This is an optimization exercise on Yosys and OpenROAD, whose aim is small area, a short achievable clock period and few clock cycles, not a production implementation.
RTL that was checked went through simulation tests only; none was proved equivalent to the original.
No functional check of the RTL was part of run 2.
Power figures rest on the tool's default switching activity, not on a simulated workload.

==> flow/design.v, too long to show whole: its modules and the start of the top module <==
// module CNN: 2777 lines
// module xnr: 3 lines
// module orr: 3 lines
// module fa: 4 lines
module CNN(
    input                       clk,
    input                       rst_n,
    input                       in_valid,
    input      signed [15:0]    in_data,
    input                       opt,
    output reg                  out_valid,
    output reg signed [15:0]    out_data
);
  // ...
==> flow/flow/run.sh <==
#!/bin/bash
# Standard ORFS layout, with faster port buffers and timing repair aimed
# below the clock period.
set -euo pipefail
bash standard.sh SETUP_SLACK_MARGIN=10.2 CTS_BUF_DISTANCE=120 "BUFFER_PORTS_ARGS=-buffer_cell sky130_fd_sc_hd__buf_2" finish > make.log 2>&1
==> flow/standard.sh <==
#!/bin/bash
# synth_recipe.tcl (not shown) runs the flow's synth.tcl, then flattens the netlist and writes it again
# the make line also repeats each setting of config.mk as NAME=value (left out here)
make -C /OpenROAD-flow-scripts/flow DESIGN_CONFIG=/design/flow/config.mk WORK_HOME=/design/flow/orfs CLKGATE_MAP_FILE= SYNTH_SCRIPT=/design/flow/synth_recipe.tcl "${@:-finish}"
==> flow/config.mk <==
export PLATFORM = sky130hd
export DESIGN_NAME = CNN
export DESIGN_NICKNAME = CNN
export VERILOG_FILES = /design/flow/design.v
export SDC_FILE = /design/flow/constraint.sdc
export NUM_CORES = 4
export LEC_CHECK = 0
export CAP_MARGIN = 20
export CORE_MARGIN = 2
export CORE_UTILIZATION = 40
export CTS_CLUSTER_DIAMETER = 100
export CTS_CLUSTER_SIZE = 25
export PLACE_DENSITY = 0.6
export SLEW_MARGIN = 20
export SYNTH_HIERARCHICAL = 1
export SYNTH_MINIMUM_KEEP_SIZE = 0
==> flow/constraint.sdc <==
create_clock -name core_clock -period 14.0 [get_ports {clk}]
set_input_delay 2.8000 -clock core_clock [delete_from_list [all_inputs] [get_ports {clk}]]
set_output_delay 2.8000 -clock core_clock [all_outputs]
set_load 0.01 [all_outputs]
==> metrics.cfg, run 1 <==
[placed_design]
post_dp_cell_area_um2=62600

[floorplanning]
placementRows=142
tapCellCount=2016

[pwr]
power-top-group=combinational logic
power.switching_w=0.00464

[detailed_routing]
wl_um=142000

[sta]
grt_setup_unrepaired=yes
finalSetupViolations=0

[worst_setup_path]
critPathLaunch=out_valid$_DFF_PN0_
timing.critical_path.slowest_cell_delay_ps=400
rr_startpoint=kr5[3]$_DFFE_PN_
critPathMaxFanout=1

[status]
outcome=finished clean

[cells_and_area]
post-route-cell-area_um2=65900
largest_register_ff_count=576
buffers=216
fraction_of_layout_cells_with_a_size_suffix_above_1=0.0726
seq_area_frac=0.368
nonClkBufAreaFrac=0.0292

[cts]
path_clk_slew_ps=90
cts_setup_buffers=85

[yosys]
synthAdderAreaFrac=0.379
synth-edff-count=176
synth_top_cells_by_area=sky130_fd_sc_hd__fa_1 34%, sky130_fd_sc_hd__dfxtp_1 31%, sky130_fd_sc_hd__edfxtp_1 8.7%

[job]
drv_cap=0

[worst_hold_path]
hold_end=ring[27][15]$_DFF_P_

Testbench counts, summed over its fixed seeds: cycles 13,248.
==> inputs of run 2 (changes only) <==
--- a/flow/design.v
+++ b/flow/design.v
@@ -2174,20 +2174,20 @@
 fa us1982 (.a(s1917), .b(c1950), .c(s1951), .s(s1982), .co(c1983));
 wire s1984, c1985;
 fa us1984 (.a(c1952), .b(s1921), .c(s1953), .s(s1984), .co(c1985));
 wire s1986, c1987;
 fa us1986 (.a(s1925), .b(c1954), .c(s1955), .s(s1986), .co(c1987));
 wire s1988 = s1928 ^ c1956 ^ s1957;
 reg [15:0] cs7a, cs7b;
 always @(posedge clk) begin cs7a <= {c1987, c1985, c1983, c1981, c1979, c1977, c1975, c1973, c1971, c1969, c1967, c1965, c1963, c1961, c1959, ~(tp7[0] & kr7[0])}; cs7b <= {s1988, s1986, s1984, s1982, s1980, s1978, s1976, s1974, s1972, s1970, s1968, s1966, s1964, s1962, s1960, s1958}; end
-wire [16:0] xy = {1'b0, ~cs7a} + {1'b0, ~cs7b};
+wire [17:0] xy = {2'b0, ~cs7a} + {2'b0, ~cs7b};
 wire [15:0] tp8 = ring[30];
-reg [1:0] lc;
-always @(posedge clk) lc <= xy[16:15];
+reg [2:0] lc;
+always @(posedge clk) lc <= xy[17:15];
 wire s1989, c1990;
 xnr us1989 (.a(cs7a[11]), .b(cs7b[11]), .y(s1989));
 orr uc1990 (.a(cs7a[11]), .b(cs7b[11]), .y(c1990));
 wire s1991, c1992;
 fa us1991 (.a(cs7a[12]), .b(cs7b[12]), .c(~(tp8[0] & kr8[12])), .s(s1991), .co(c1992));
 wire s1993, c1994;
 xnr us1993 (.a(~(tp8[10] & kr8[2])), .b(~(tp8[11] & kr8[1])), .y(s1993));
 orr uc1994 (.a(~(tp8[10] & kr8[2])), .b(~(tp8[11] & kr8[1])), .y(c1994));
@@ -2723,17 +2723,17 @@
 fa us2495 (.a(c2378), .b(s2435), .c(c2434), .s(s2495), .co(c2496));
 wire s2497, c2498;
 fa us2497 (.a(c2380), .b(s2437), .c(c2436), .s(s2497), .co(c2498));
 wire s2499, c2500;
 xnr us2499 (.a(~(tp8[15] & kr8[15])), .b(c2438), .y(s2499));
 orr uc2500 (.a(~(tp8[15] & kr8[15])), .b(c2438), .y(c2500));
 reg [31:0] sa, sb;
 always @(posedge clk) begin sa <= {c2500, c2498, c2496, c2494, c2492, c2490, c2488, c2486, c2484, c2482, c2480, c2478, c2476, c2474, c2472, c2470, c2468, c2466, c2464, c2462, c2460, c2458, c2456, c2454, c2452, c2450, c2448, c2446, c2444, c2442, c2440, ~(tp8[0] & kr8[0])}; sb <= {1'b1, s2499, s2497, s2495, s2493, s2491, s2489, s2487, s2485, s2483, s2481, s2479, s2477, s2475, s2473, s2471, s2469, s2467, s2465, s2463, s2461, s2459, s2457, s2455, s2453, s2451, s2449, s2447, s2445, s2443, s2441, s2439}; end
-wire [31:0] u = sa + sb + {15'd0, lc[1], 16'd0} + {15'd0, lc[0], 16'd0} + 32'h7fff0001;
+wire [31:0] u = sa + sb + {14'd0, lc[2:1], 16'd0} + {15'd0, lc[0], 16'd0} + 32'h7fff0001;
 reg signed [15:0] f;
 always @(posedge clk) f <= (!u[31] && !opt_r) ? 16'sd0 : ~u[15:0];
 reg fv, g, first, last;
 always @(*) begin
     fv = 1'b0; g = 1'b0; first = 1'b0; last = 1'b0;
     case (cnt)
         7'd46: begin fv = 1'b1; g = 1'b0; first = 1'b1; last = 1'b0; end
         7'd47: begin fv = 1'b1; g = 1'b0; first = 1'b0; last = 1'b0; end
==> flow/flow/run.sh (replaced) <==
#!/bin/bash
# Standard ORFS layout, with faster port buffers and timing repair aimed
# below the clock period.
set -euo pipefail
bash standard.sh SETUP_SLACK_MARGIN=10 CTS_BUF_DISTANCE=120 "BUFFER_PORTS_ARGS=-buffer_cell sky130_fd_sc_hd__buf_2" finish > make.log 2>&1
==> run 2 against run 1 <==
Net effect:
- still clean on timing, DRC and antenna
- synthesized cell count unchanged
- via count is 1.7% lower
- sequential power barely moved
- die area unchanged
- core utilization fell by 0.52 points
- clock power is 2% lower
- non-clock buffer count fell by 58
- global-route usage decreased by 0.30 points
- sequential share of layout area up 0.41 points
- register-to-register slack lost 140 ps
- cell count shrank 0.85%
- critical path type unchanged
- largest cell class unchanged
==> metrics.cfg, run 2 <==
[yosys]
yosys.area.top_type_share=0.344
yosys.cell_count.top_type=sky130_fd_sc_hd__nand2_1
portion_of_the_post_synthesis_area_used_by_sequential_elements=0.400
synthesized_area_divided_by_synthesized_cell_count_um2=12.2
yosysTopAreaCell=sky130_fd_sc_hd__fa_1
main_synth_ff_type=sky130_fd_sc_hd__dfxtp_1
synthCells=4973
async_flop_share=0.0125
synth_top_cells_by_count=1350 x sky130_fd_sc_hd__nand2_1, 1041 x sky130_fd_sc_hd__fa_1, 928 x sky130_fd_sc_hd__dfxtp_1, 360 x sky130_fd_sc_hd__xnor2_1, 219 x sky130_fd_sc_hd__clkbuf_1
synth_top_cells_by_area=sky130_fd_sc_hd__fa_1 34%, sky130_fd_sc_hd__dfxtp_1 31%, sky130_fd_sc_hd__edfxtp_1 8.7%
ys_warn_count=8
synth-edff-count=176  ; unchanged
post_synth_num_cell_types=60
synth.cell_area_um2=60500
postSynthRegisterBits=1118

[placed_design]
post_dp_cell_area_um2=62600  ; about the same
hpwlAfterDp_um=95200
gp_congestion=0.878
io_buffers=36
post-place-ws_ps=9640

[job]
drv_cap=0  ; unchanged

[worst_setup_path]
timing.setup.critical_path_class=flop to primary output
required_ps=11200
combined_buffer_and_inverter_count_along_the_critical_path=1
crit_path_cell_trace=buf_6
critPathMaxFanout=1  ; unchanged
timing.critical_path.slowest_cell_delay_ps=390  ; about the same
critical-path-top-delay-family=flip-flops
nature_of_the_critical_path_endpoint=primary output
crit_path_top_delay_cell=sky130_fd_sc_hd__dfrtp_1
worst_ep_arrival_time_ps=1180
critical_path_startpoint_category=flop

[cts]
cts_num_sinks=1118
insertion_delay_ps=690
cts_tree=yes
cts-htree-levels=2
number_of_cts_inserted_buffers=55
clk_path_buf_depth=3
cts-root-buf=sky130_fd_sc_hd__clkbuf_16
path_clk_slew_ps=90  ; about the same

[global_routing]
grt_usage=0.183
grt_pass1_vias=37600
number_of_antenna_violations_at_the_first_check_in_global_routing=13
maximum_number_of_pins_on_one_net_before_global_route_repair=50
grt_pass1_wl_um=217000
grt_overflow_total=0

[floorplanning]
die_h_um=393
floorplan.initialDensity=0.403
placeableCoreArea_um2=150000
die_outline_area_um2=154000
placementRows=142  ; unchanged
design.portCount=37
die-width_um=393

[worst_hold_path]
hold_path.class=flop to flop

[sta]
tightest_slew_ps=1110
grt_setup_unrepaired=yes
finalSetupViolations=0  ; unchanged
slew-limit-headroom=0.252
max_freq_mhz=251
final.setup_skew_ps=59.1
final-max-slew-violation-count=0
postLayoutSetupSlackWorst_ps=10020
report.final.hold_viol_count=0
setup_tns_ps=0
crit_path_time_final_ps=3980
post-route-period-util=0.285

[detailed_routing]
via_per_inst=4.95
via_count=34600
routedWlPerCell_um=20.0
route.detailed.drc=0
firstDrtPassIters=6
drt_first_iter_violations=2192
ant_nets=0
wl_um=140000  ; -1.7%

[cells_and_area]
post-route-cell-area_um2=65100  ; -1.2%
top_library_cells_by_usage_in_the_layout_fill_and_taps_aside=1349 x sky130_fd_sc_hd__nand2_1, 1041 x sky130_fd_sc_hd__fa_1, 909 x sky130_fd_sc_hd__dfxtp_1
final_net_count=6160
syn2layout_area_growth_pct=7.52
layout.cells.most_common=sky130_fd_sc_hd__nand2_1
largest_register_ff_count=576  ; unchanged
registers.top_by_ff_count=ring
layout_top_registers=ring x576, sa x32, sb x31
fraction_of_layout_cells_with_a_size_suffix_above_1=0.0586  ; -0.0140

[status]
outcome=finished clean

[pwr]
cellLeakagePower_nw=24.1
power.density_nw_per_um2=189
vdd_ir_drop_max_v=0.000108

## run 2: cell count changes in the layout (fill, tap and decap cells not counted), sizes merged
cell	before	now
diode	0	1
clkinv	10	7
buf	210	155
inv	146	149
bufbuf	3	0
clkbuf	80	77
## run 2: cells by family after synthesis
kind of cell / count (synthesis) / synth area share
buffers and inverters: 395 / 0.0249
other: 1 / 0.0000619
and+or+nand+nor: 1670 / 0.115
DFF: 1118 / 0.400
AOI/OAI and AO/OA: 123 / 0.0139
xor gates and xnor gates: 411 / 0.0595
muxes: 47 / 0.00843
adders and majority gates: 1208 / 0.379
## run 2: final timing paths
path                                     startpoint                  end  slack [ps]  cells past startpoint
worst max-delay path            out_valid$_DFF_PN0_            out_valid       10020                      1
worst min-delay path            ring[28][9]$_DFF_P_  ring[29][9]$_DFF_P_         290                      0
worst max register to register     kr2[2]$_DFFE_PN_     cs2b[15]$_DFF_P_       10070                     11
worst min register to register  ring[28][9]$_DFF_P_  ring[29][9]$_DFF_P_         290                      0
max in group asynchronous                     rst_n   cnt[3]$_DFFE_PN0P_       11470                      1
min in group asynchronous                     rst_n     pfirst$_DFF_PN0_        2090                      1
## run 2: cell type report
| type | count | area [um2] |
|---|---|---|
| Clock inverter | 18 | 230 |
| Multi-Input combinational cell | 3461 | 34800 |
| Clock buffer | 74 | 1450 |
| Antenna cell | 1 | 2.50 |
| Inverter | 138 | 518 |
| Tap cell | 2016 | 2520 |
| Timing Repair Buffer | 158 | 1280 |
| Fill cell | 13800 | 85000 |
| Sequential cell | 1118 | 24200 |
## run 2: report_power, final
group	internal [W]	switching, W	leakage, nW
clock network	0.000757	0.00105	0.814
logic	0.00302	0.00322	13.7
registers	0.00396	0.000310	9.57
total	0.00773	0.00458	24.1
## run 2: per-module statistics from Yosys (local to each module, per instance)
module / area, um2 / times used / cells
fa: 20.0 / 1038 / 1
CNN: 37400 / 1 / 3629
orr: 6.26 / 149 / 1
xnr: 8.76 / 157 / 1
## run 2: per-layer routing
layer / global-route usage / routed length (um) / up-vias
li1: - / - / 15200
met3: 0.0395 / 10300 / 223
met4: 0.0543 / 4120 / 6
met2: 0.304 / 67400 / 1152
met1: 0.241 / 57700 / 18000
met5: 0 / 47 / -
## run 2: stage by stage
| stage | total power, W | utilization | instances | hold WS [ps] |
|---|---|---|---|---|
| after detailed placement | 0.0107 | 0.417 | 6807 | 312 |
| after CTS | 0.0125 | 0.429 | 6914 | 278 |
| after global placement | 0.0105 | 0.417 | 6807 | 310 |
| after floorplan | 0.00890 | - | 4974 | 310 |
| after global routing | 0.0135 | 0.434 | 6984 | 287 |
| final | 0.0123 | 0.434 | 6984 | 292 |
## run 2: repair_timing
item | CTS | global route
hold buffers | 0 | 0
endpoints found under the setup margin | 28 | 34
resized for setup | 16 | 27
setup buffers | 15 | 66
hold endpoints to repair | 0 | 0
gates cloned | 0 | 3

[separate check: timing with driven ports]
The results above use ideal ports. As a check the final layouts listed here were re-extracted and re-timed, cells and wires unchanged.
Step 1, drivers: a clkbuf_16 drives clk and a buf_2 each remaining input, both assumed.
Step 2, shift: input delay + t, output delay - t, t = (earliest + latest rising clock arrival at the registers) / 2. This alone moves slack from input paths to output paths.
Three values: ideal, step 1, step 2; two values: the first two.
| run | t (ns) | setup slack, ns | worst setup path at the end | slew at the worst register clock pin (ns) |
|---|---|---|---|---|
| run 1 | 0.742 | 9.991 / 9.912 / 10.206 | register to register | 0.11 / 0.11 |
| run 2 | 0.740 | 10.017 / 9.939 / 10.067 | register to register | 0.11 / 0.11 |
After both steps every run listed still meets setup and hold.
